This design comes from an exercise in tuning for small area, a short achievable clock period and few clock cycles per item on the open sky130 flow, not from production work.
Function was checked by simulation only, so behaviour that the tests miss may differ from the original.
Power and IR drop assume default switching activity.

==> flow/design.v <==
module S00_AXI 
#(		
	  parameter integer AXI_DATA_WIDTH	= 32
	, parameter integer AXI_ADDR_WIDTH	= 10
	, parameter integer AXI_REGS_COUNT	= 20
)
(
	  AXI_ACLK
	, AXI_ARESETN
	, AXI_AWADDR
	, AXI_AWVALID
	, AXI_AWREADY
	, AXI_WDATA
	, AXI_WSTRB
	, AXI_WVALID
	, AXI_WREADY
	, AXI_BRESP
	, AXI_BVALID
	, AXI_BREADY
	, AXI_ARADDR
	, AXI_ARVALID
	, AXI_ARREADY
	, AXI_RDATA
	, AXI_RRESP
	, AXI_RVALID
	, AXI_RREADY
	, write_only_registers
	, read_only_registers
);
	localparam integer ADDR_LSB 				= (AXI_DATA_WIDTH/32) + 1;
	localparam integer OPT_MEM_ADDR_BITS 		= 4;
	typedef logic   [AXI_DATA_WIDTH - 1 : 0]    axi_data_t;
	typedef logic   [AXI_ADDR_WIDTH - 1 : 0]    axi_addr_t;
	typedef logic   [(AXI_DATA_WIDTH/8)-1 : 0]  axi_strb_t;
	typedef logic   [1 : 0]                     axi_resp_t;
	input		logic  			AXI_ACLK;
	input		logic  			AXI_ARESETN;
	input		axi_addr_t 		AXI_AWADDR;
	input		logic  			AXI_AWVALID;
	output		logic  			AXI_AWREADY;
	input		axi_data_t 		AXI_WDATA;
	input		axi_strb_t 		AXI_WSTRB;
	input		logic  			AXI_WVALID;
	output		logic  			AXI_WREADY;
	output		axi_resp_t 		AXI_BRESP;
	output		logic  			AXI_BVALID;
	input		logic  			AXI_BREADY;
	input		axi_addr_t 		AXI_ARADDR;
	input		logic  			AXI_ARVALID;
	output		logic  			AXI_ARREADY;
	output		axi_data_t 		AXI_RDATA;
	output		axi_resp_t 		AXI_RRESP;
	output		logic  			AXI_RVALID;
	input		logic  			AXI_RREADY;
	input 		axi_data_t [AXI_REGS_COUNT - 1 : 0]		write_only_registers;
	output		axi_data_t [AXI_REGS_COUNT - 1 : 0]		read_only_registers;
	axi_addr_t		axi_awaddr;
	logic  			axi_awready;
	logic  			axi_wready;
	axi_resp_t 		axi_bresp;
	logic  			axi_bvalid;
	axi_addr_t		axi_araddr;
	logic  			axi_arready;
	axi_data_t		axi_rdata;
	axi_resp_t 		axi_rresp;
	logic  			axi_rvalid;
	assign AXI_AWREADY		= axi_awready;
	assign AXI_WREADY		= axi_wready;
	assign AXI_BRESP		= axi_bresp;
	assign AXI_BVALID		= axi_bvalid;
	assign AXI_ARREADY		= axi_arready;
	assign AXI_RDATA		= axi_rdata;
	assign AXI_RRESP		= axi_rresp;
	assign AXI_RVALID		= axi_rvalid;
	axi_data_t [AXI_REGS_COUNT*2 - 1 : 0] allRegs;
	assign allRegs = {write_only_registers, read_only_registers};
	logic	aw_en;
	always_ff @(posedge AXI_ACLK)
	begin
		if(AXI_ARESETN == 1'b0)
		begin
			axi_awready	 	<= 1'b0;
			aw_en 			<= 1'b1;
		end 
		else
		begin    
			if(~axi_awready && AXI_AWVALID && AXI_WVALID && aw_en)
			begin
				axi_awready 	<= 1'b1;
				aw_en 			<= 1'b0;
			end
			else if(AXI_BREADY && axi_bvalid)
			begin
				aw_en 			<= 1'b1;
				axi_awready	 	<= 1'b0;
			end
			else           
			begin
				axi_awready <= 1'b0;
			end
		end 
	end       
	always_ff @(posedge AXI_ACLK)
	begin
		if(AXI_ARESETN == 1'b0)
		begin
			axi_awaddr <= 0;
		end 
		else
		begin    
			if(~axi_awready && AXI_AWVALID && AXI_WVALID && aw_en)
			begin
				axi_awaddr <= AXI_AWADDR;
			end
		end 
	end       
	always_ff @(posedge AXI_ACLK)
	begin
		if(AXI_ARESETN == 1'b0)
		begin
			axi_wready <= 1'b0;
		end 
		else
		begin    
			if(~axi_wready && AXI_WVALID && AXI_AWVALID && aw_en)
			begin
				axi_wready <= 1'b1;
			end
			else
			begin
				axi_wready <= 1'b0;
			end
		end 
	end       
	logic	 		writeEnable;
	axi_addr_t		writeAddr;
	assign writeEnable 				= axi_wready && AXI_WVALID && axi_awready && AXI_AWVALID;
	assign writeAddr 				= axi_awaddr[ADDR_LSB+OPT_MEM_ADDR_BITS : ADDR_LSB];
	assign writeAddr_valid 			= axi_awaddr[ADDR_LSB+OPT_MEM_ADDR_BITS : ADDR_LSB] < AXI_REGS_COUNT;
	always_ff @(posedge AXI_ACLK)
	begin
		if(AXI_ARESETN == 1'b0)
		begin
			for (integer i = 0; i < AXI_REGS_COUNT; i = i + 1) read_only_registers[i] <= 0;
		end 
		else 
		begin
			if(writeEnable & writeAddr_valid)
			begin
				for (integer byte_index = 0; byte_index <= (AXI_DATA_WIDTH/8)-1; byte_index = byte_index+1)
				begin
					if(AXI_WSTRB[byte_index] == 1) 
					begin
						read_only_registers[writeAddr][(byte_index*8) +: 8] <= AXI_WDATA[(byte_index*8) +: 8];
					end 
				end
			end
		end
	end    
	always_ff @(posedge AXI_ACLK)
	begin
		if(AXI_ARESETN == 1'b0)
		begin
			axi_bvalid  <= 0;
			axi_bresp   <= 2'b0;
		end 
		else
		begin    
			if(axi_awready && AXI_AWVALID && ~axi_bvalid && axi_wready && AXI_WVALID)
			begin
				axi_bvalid <= 1'b1;
				axi_bresp  <= 2'b0; 	       
			end
			else
			begin
				if(AXI_BREADY && axi_bvalid) 
				begin
					axi_bvalid <= 1'b0; 
				end  
			end
		end
	end   
	always_ff @(posedge AXI_ACLK)
	begin
		if(AXI_ARESETN == 1'b0)
		begin
			axi_arready <= 1'b0;
			axi_araddr  <= 32'b0;
		end 
		else
		begin    
			if(~axi_arready && AXI_ARVALID)
			begin
				axi_arready <= 1'b1;
				axi_araddr  <= AXI_ARADDR;
			end
			else
			begin
				axi_arready <= 1'b0;
			end
		end 
	end       
	always_ff @(posedge AXI_ACLK)
	begin
		if(AXI_ARESETN == 1'b0)
		begin
			axi_rvalid <= 0;
			axi_rresp  <= 0;
		end 
		else
		begin    
			if(axi_arready && AXI_ARVALID && ~axi_rvalid)
			begin
				axi_rvalid <= 1'b1;
				axi_rresp  <= 2'b0; 
			end   
			else if(axi_rvalid && AXI_RREADY)
			begin
				axi_rvalid <= 1'b0;
			end                
		end
	end    
	logic							readEnable;
	logic [AXI_DATA_WIDTH - 1 : 0]	dataOut;
	logic [AXI_ADDR_WIDTH - 1 : 0] 	readAddr;
	assign readEnable 		= axi_arready & AXI_ARVALID & ~axi_rvalid;
	assign readAddr 		= axi_araddr[ADDR_LSB+OPT_MEM_ADDR_BITS:ADDR_LSB];
	assign readAddr_valid 	= axi_araddr[ADDR_LSB+OPT_MEM_ADDR_BITS:ADDR_LSB] < AXI_REGS_COUNT*2;
	always_comb 
	begin
		dataOut <= readAddr_valid ? allRegs[readAddr] : 0;
	end
	always_ff @(posedge AXI_ACLK)
	begin
		if(AXI_ARESETN == 1'b0)
		begin
			axi_rdata  <= 0;
		end 
		else
		begin    
			if(readEnable)
			begin
				axi_rdata <= dataOut;     	        
			end   
		end
	end    
endmodule
module TopModule 
#(
      parameter integer   AXI_DATA_WIDTH	  = 32
    , parameter integer   AXI_ADDR_WIDTH	  = 8
)
(
    clk
  , areset_n
  , S00_AXI_AWADDR
  , S00_AXI_AWVALID
  , S00_AXI_AWREADY
  , S00_AXI_WDATA
  , S00_AXI_WSTRB
  , S00_AXI_WVALID
  , S00_AXI_WREADY
  , S00_AXI_BRESP
  , S00_AXI_BVALID
  , S00_AXI_BREADY
  , S00_AXI_ARADDR
  , S00_AXI_ARVALID
  , S00_AXI_ARREADY
  , S00_AXI_RDATA
  , S00_AXI_RRESP
  , S00_AXI_RVALID
  , S00_AXI_RREADY
);
  localparam integer   AXI_REGS_COUNT   = 20;
  typedef logic   [AXI_DATA_WIDTH - 1 : 0]    axi_data_t;
  typedef logic   [AXI_ADDR_WIDTH - 1 : 0]    axi_addr_t;
  typedef logic   [(AXI_DATA_WIDTH/8)-1 : 0]  axi_strb_t;
  typedef logic   [1 : 0]                     axi_resp_t;
  input     logic         clk;
  input     logic         areset_n;
  input     axi_addr_t    S00_AXI_AWADDR;
  input     logic         S00_AXI_AWVALID;
  output    logic         S00_AXI_AWREADY;
  input     axi_data_t    S00_AXI_WDATA;
  input     axi_strb_t    S00_AXI_WSTRB;
  input     logic         S00_AXI_WVALID;
  output    logic         S00_AXI_WREADY;
  output    axi_resp_t    S00_AXI_BRESP;
  output    logic         S00_AXI_BVALID;
  input     logic         S00_AXI_BREADY;
  input     axi_addr_t    S00_AXI_ARADDR;
  input     logic         S00_AXI_ARVALID;
  output    logic         S00_AXI_ARREADY;
  output    axi_data_t    S00_AXI_RDATA;
  output    axi_resp_t    S00_AXI_RRESP;
  output    logic         S00_AXI_RVALID;
  input     logic         S00_AXI_RREADY;
  axi_data_t [AXI_REGS_COUNT - 1 : 0] write_only_registers;
  axi_data_t [AXI_REGS_COUNT - 1 : 0] read_only_registers;
  always_ff @(posedge clk or negedge areset_n) 
  begin
    if(!areset_n) for (integer i = 0; i < AXI_REGS_COUNT; i = i + 1) write_only_registers[i] <= 0;
  end
  S00_AXI 
  #( 
      .AXI_DATA_WIDTH(AXI_DATA_WIDTH)
    , .AXI_ADDR_WIDTH(AXI_ADDR_WIDTH)
    , .AXI_REGS_COUNT(AXI_REGS_COUNT)
  ) 
  axi_slave 
  (
      .AXI_ACLK(        clk)
    , .AXI_ARESETN(     areset_n)
    , .AXI_AWADDR(      S00_AXI_AWADDR)
    , .AXI_AWVALID(     S00_AXI_AWVALID)
    , .AXI_AWREADY(     S00_AXI_AWREADY)
    , .AXI_WDATA(       S00_AXI_WDATA)
    , .AXI_WSTRB(       S00_AXI_WSTRB)
    , .AXI_WVALID(      S00_AXI_WVALID)
    , .AXI_WREADY(      S00_AXI_WREADY)
    , .AXI_BRESP(       S00_AXI_BRESP)
    , .AXI_BVALID(      S00_AXI_BVALID)
    , .AXI_BREADY(      S00_AXI_BREADY)
    , .AXI_ARADDR(      S00_AXI_ARADDR)
    , .AXI_ARVALID(     S00_AXI_ARVALID)
    , .AXI_ARREADY(     S00_AXI_ARREADY)
    , .AXI_RDATA(       S00_AXI_RDATA)
    , .AXI_RRESP(       S00_AXI_RRESP)
    , .AXI_RVALID(      S00_AXI_RVALID)
    , .AXI_RREADY(      S00_AXI_RREADY)
    , .write_only_registers(    write_only_registers)
    , .read_only_registers(     read_only_registers)
  );
endmodule
==> flow/run.sh <==
#!/bin/bash
# synth_recipe.tcl (not shown) runs the flow's synth.tcl, then flattens the netlist and writes it again
# the make line also repeats each setting of config.mk as NAME=value (left out here)
make -C /OpenROAD-flow-scripts/flow DESIGN_CONFIG=/design/flow/config.mk WORK_HOME=/design/flow/orfs CLKGATE_MAP_FILE= SYNTH_SCRIPT=/design/flow/synth_recipe.tcl finish
==> flow/config.mk <==
export PLATFORM = sky130hd
export DESIGN_NAME = TopModule
export DESIGN_NICKNAME = TopModule
export VERILOG_FILES = /design/flow/design.v
export SDC_FILE = /design/flow/constraint.sdc
export NUM_CORES = 4
export LEC_CHECK = 0
export CAP_MARGIN = 20
export CORE_MARGIN = 2
export CORE_UTILIZATION = 40
export SLEW_MARGIN = 20
==> flow/constraint.sdc <==
create_clock -name core_clock -period 4.5 [get_ports {clk}]
set_input_delay 0.9000 -clock core_clock [delete_from_list [all_inputs] [get_ports {clk}]]
set_output_delay 0.9000 -clock core_clock [all_outputs]
set_load 0.01 [all_outputs]
==> summary.txt <==
Status
  • Status: timing/DRC/antenna clean

Placed design
  • Dpl cells: 4,033
  • PortBufs: 89
  • Placed cell area: 31,800 um2
  • GP Congestion: 0.883
  • Hpwl dp: 66,400 um

GRT
  • Largest net degree at the start of global routing: 134
  • Gr ovfl total: 0
  • Initial antenna violation count: 4
  • Vias in the first global route: 25,302
  • First-pass GRT wire length: 154,000 um
  • Global-route usage over all layers: 0.256

STA
  • Final setup fails: 0
  • Fmax: 0.261 GHz
  • RSZ-0062 raised after global routing: no
  • Setup TNS: 0 ns
  • Fin. Hold Viols: 0
  • Tightest Pin Transition: 1.20 ns
  • Worst Skew: 0.0294 ns
  • Final period utilization: 0.852
  • Max-slew headroom: 0.197
  • WHS: 0.449 ns
  • Period minus WS final: 3.83 ns
  • Pins over their slew limit: 0

Die
  • Row count: 100
  • Chip Height: 278 um
  • Ports: 100
  • Starting density of the core: 0.405
  • Die ar.: 77,500 um2
  • Die width: 278 um
  • CORE AREA: 74,400 um2

Yosys
  • Sequential area share after synthesis: 0.457
  • Library cells used by synthesis: 64
  • Synthesis warning total: 4
  • Asr flop ratio synth: 0
  • Synthesized netlist cell count: 3,186
  • Number of flops mapped to enable cells by yosys: 0
  • Syn avg cell area: 9.46 um2
  • Synthesized flop and latch total: 688
  • Most used DFF post-synth: dfxtp_1
  • Mapped cell area: 30,100 um2

Clock tree
  • Clock-pin slew on the worst setup and hold paths: 0.06 ns
  • CTS tree: yes
  • Setup Buffers After CTS: 0
  • Clock buffer depth: 3
  • Clock root cell: clkbuf_16
  • H-tree Lvls: 3
  • Worst skew pair latency: 0.63 ns
  • Clock Sinks: 688
  • Post_cts resized: 0
  • CTS Hold Bufs: 0
  • Total CTS buffers: 75

Layout
  • Non-Filler Instances: 4,168
  • Layout cell share with drive strength beyond 1: 0.0891
  • Most frequent cells in the layout: 686 x dfxtp_1, 437 x mux2i_1, 427 x nor2_1
  • N_diodes: 0
  • Area Overhead vs Synth: 13.9%
  • Nets@finish: 3,208
  • Commonest non-fill, non-tap cell in the layout: dfxtp_1
  • Design area: 34,300 um2

Job
  • Max-cap violations: 0

Power
  • Peak supply drop: 0.000253 V
  • P_leak: 11.4 nW
  • Cell Pwr Density: 388 nW/um2

Drt
  • Via count: 25,699
  • Post-route DRC: 0
  • WL/cell: 24.5 um
  • DRT antenna net count: 0
  • Vias per cell: 6.17
  • First-pass DRT Iterations: 6
  • Starting DRT DRC Count: 2,742
  • Final WL: 102,000 um

Setup path
  • Worst EP arrival: 4.30 ns
  • Startpoint types: flop
  • CP endpoint kind: flop
  • Required time of the critical path: 4.96 ns
  • Max FO, Critical Path: 20
  • Critical path type: reg -> reg

Hold path
  • HP Class: reg -> reg
==> where the power goes <==
group | switching (mW) | internal (mW)
registers | 0.0341 | 6.11
logic | 0.683 | 0.286
clock network | 2.57 | 3.64
==> path summary, 6_finish.rpt <==
| check | start | end | slack, ns | depth (start not counted) |
|---|---|---|---|---|
| hold / removal | axi_slave.read_only_registers[258] | axi_slave.read_only_registers[258] | 0.45 | 2 |
| setup reg to reg | axi_slave.axi_awaddr[6] | axi_slave.read_only_registers[128] | 0.67 | 7 |
| hold reg to reg | axi_slave.read_only_registers[258] | axi_slave.read_only_registers[258] | 0.45 | 2 |
| setup / recovery | axi_slave.axi_awaddr[6] | axi_slave.read_only_registers[128] | 0.67 | 7 |
==> flip-flops by register name, indices dropped and copies added (netlist names) <==
| name | count |
|---|---|
| axi_slave.read_only_registers | 640 |
| axi_slave.axi_rdata | 32 |
| axi_slave.axi_araddr | 5 |
| axi_slave.axi_awaddr | 5 |
| axi_slave.aw_en | 1 |
| axi_slave.axi_arready | 1 |
| axi_slave.axi_awready | 1 |
| axi_slave.axi_bvalid | 1 |
| axi_slave.axi_rvalid | 1 |
| axi_slave.axi_wready | 1 |
==> critical path, cell delays in order (launching register included) <==
cell      delay, ns
dfxtp_1        0.33
clkinv_1       0.43
ha_1           0.55
nor2b_1        0.14
buf_4          0.25
nand3_1        0.68
or4_1          1.06
mux2i_1        0.22
==> synthesized netlist by cell type, types with 6 or more instances <==
master	instances	area share
dfxtp_1	688	0.46
mux2i_1	437	0.15
nor2_1	429	0.053
a22oi_1	424	0.11
clkbuf_1	196	0.024
nand2_1	129	0.016
nand3_1	100	0.017
a22o_1	96	0.028
o21ai_0	95	0.016
a21oi_1	79	0.013
o22ai_1	72	0.015
buf_1	44	0.0055
buf_2	37	0.0061
inv_1	36	0.0045
nor4_1	35	0.0073
nor2b_1	32	0.0066
nand4_1	27	0.0056
a2bb2oi_1	24	0.0070
nor4_4	20	0.014
o31ai_1	17	0.0042
nor3_1	15	0.0025
a31oi_1	12	0.0025
nor3_2	12	0.0040
and2_1	10	0.0021
buf_4	10	0.0025
and3_1	8	0.0017
nand4bb_1	7	0.0026
nor3_4	7	0.0038
and4bb_2	6	0.0025
ha_1	6	0.0025
nand2b_1	6	0.0012
nor4_2	6	0.0025
==> area by class of cell <==
| class | instances | area, um2 |
|---|---|---|
| clock buffers | 113 | 2210 |
| flip-flops and latches | 688 | 13800 |
| inverters | 41 | 161 |
| fillers | 6886 | 40100 |
| repair buffers | 167 | 1550 |
| well taps | 969 | 1210 |
| multi-input cells | 2170 | 15100 |
| clock inverters | 20 | 245 |
==> stage by stage <==
step	power (mW)	worst slack, ns	utilization
6_report	13.3	0.667	0.461
3_5_place_dp	7.22	0.676	0.427
3_3_place_gp	7.20	0.781	0.427
4_1_cts	13.4	0.659	0.460
2_1_floorplan	6.85	1.22	-
5_1_grt	13.7	0.376	0.461
==> cell families after synthesis <==
kind of cell / share of synthesized area
buffers and inverters: 0.0444
AOI/OAI and AO/OA: 0.193
adders and majority gates: 0.00249
muxes: 0.146
other: 0.000124
DFF: 0.457
and+or+nand+nor: 0.156
xor gates and xnor gates: 0.000291
==> per-layer routing <==
metal	routed length [um]	up-vias	GRT usage
li1	-	11633	-
met1	42800	12760	0.331
met2	47200	1068	0.413
met3	7650	236	0.0482
met4	4280	2	0.119
met5	13	-	0
Testbench counts, summed over its fixed seeds: cycles 9,600, items 3,200.

[separate check: timing with driven ports]
The results above use ideal ports. As a check the final layout listed here was re-extracted and re-timed, cells and wires unchanged.
Step 1 sets driving cells, clkbuf_16 on the clock port and buf_2 on the other inputs (assumed; they add their load-dependent delay and slew).
Step 2, shift: input delay + t, output delay - t, t = (earliest + latest rising clock arrival at the registers) / 2. This alone moves slack from input paths to output paths.
Three values: ideal ports, drivers, drivers and shift; two values: the first two.
t, ns: 0.685
setup slack, ns: 0.667 / 0.667 / 0.667
slew at the worst register clock pin (ns): 0.06 / 0.06
worst slew at a driven data input, ns: 0.09
After both steps setup and hold are still met in this run. For this run, drivers alone change the setup slack by 0.000 ns; drivers and shift together by 0.000 ns.
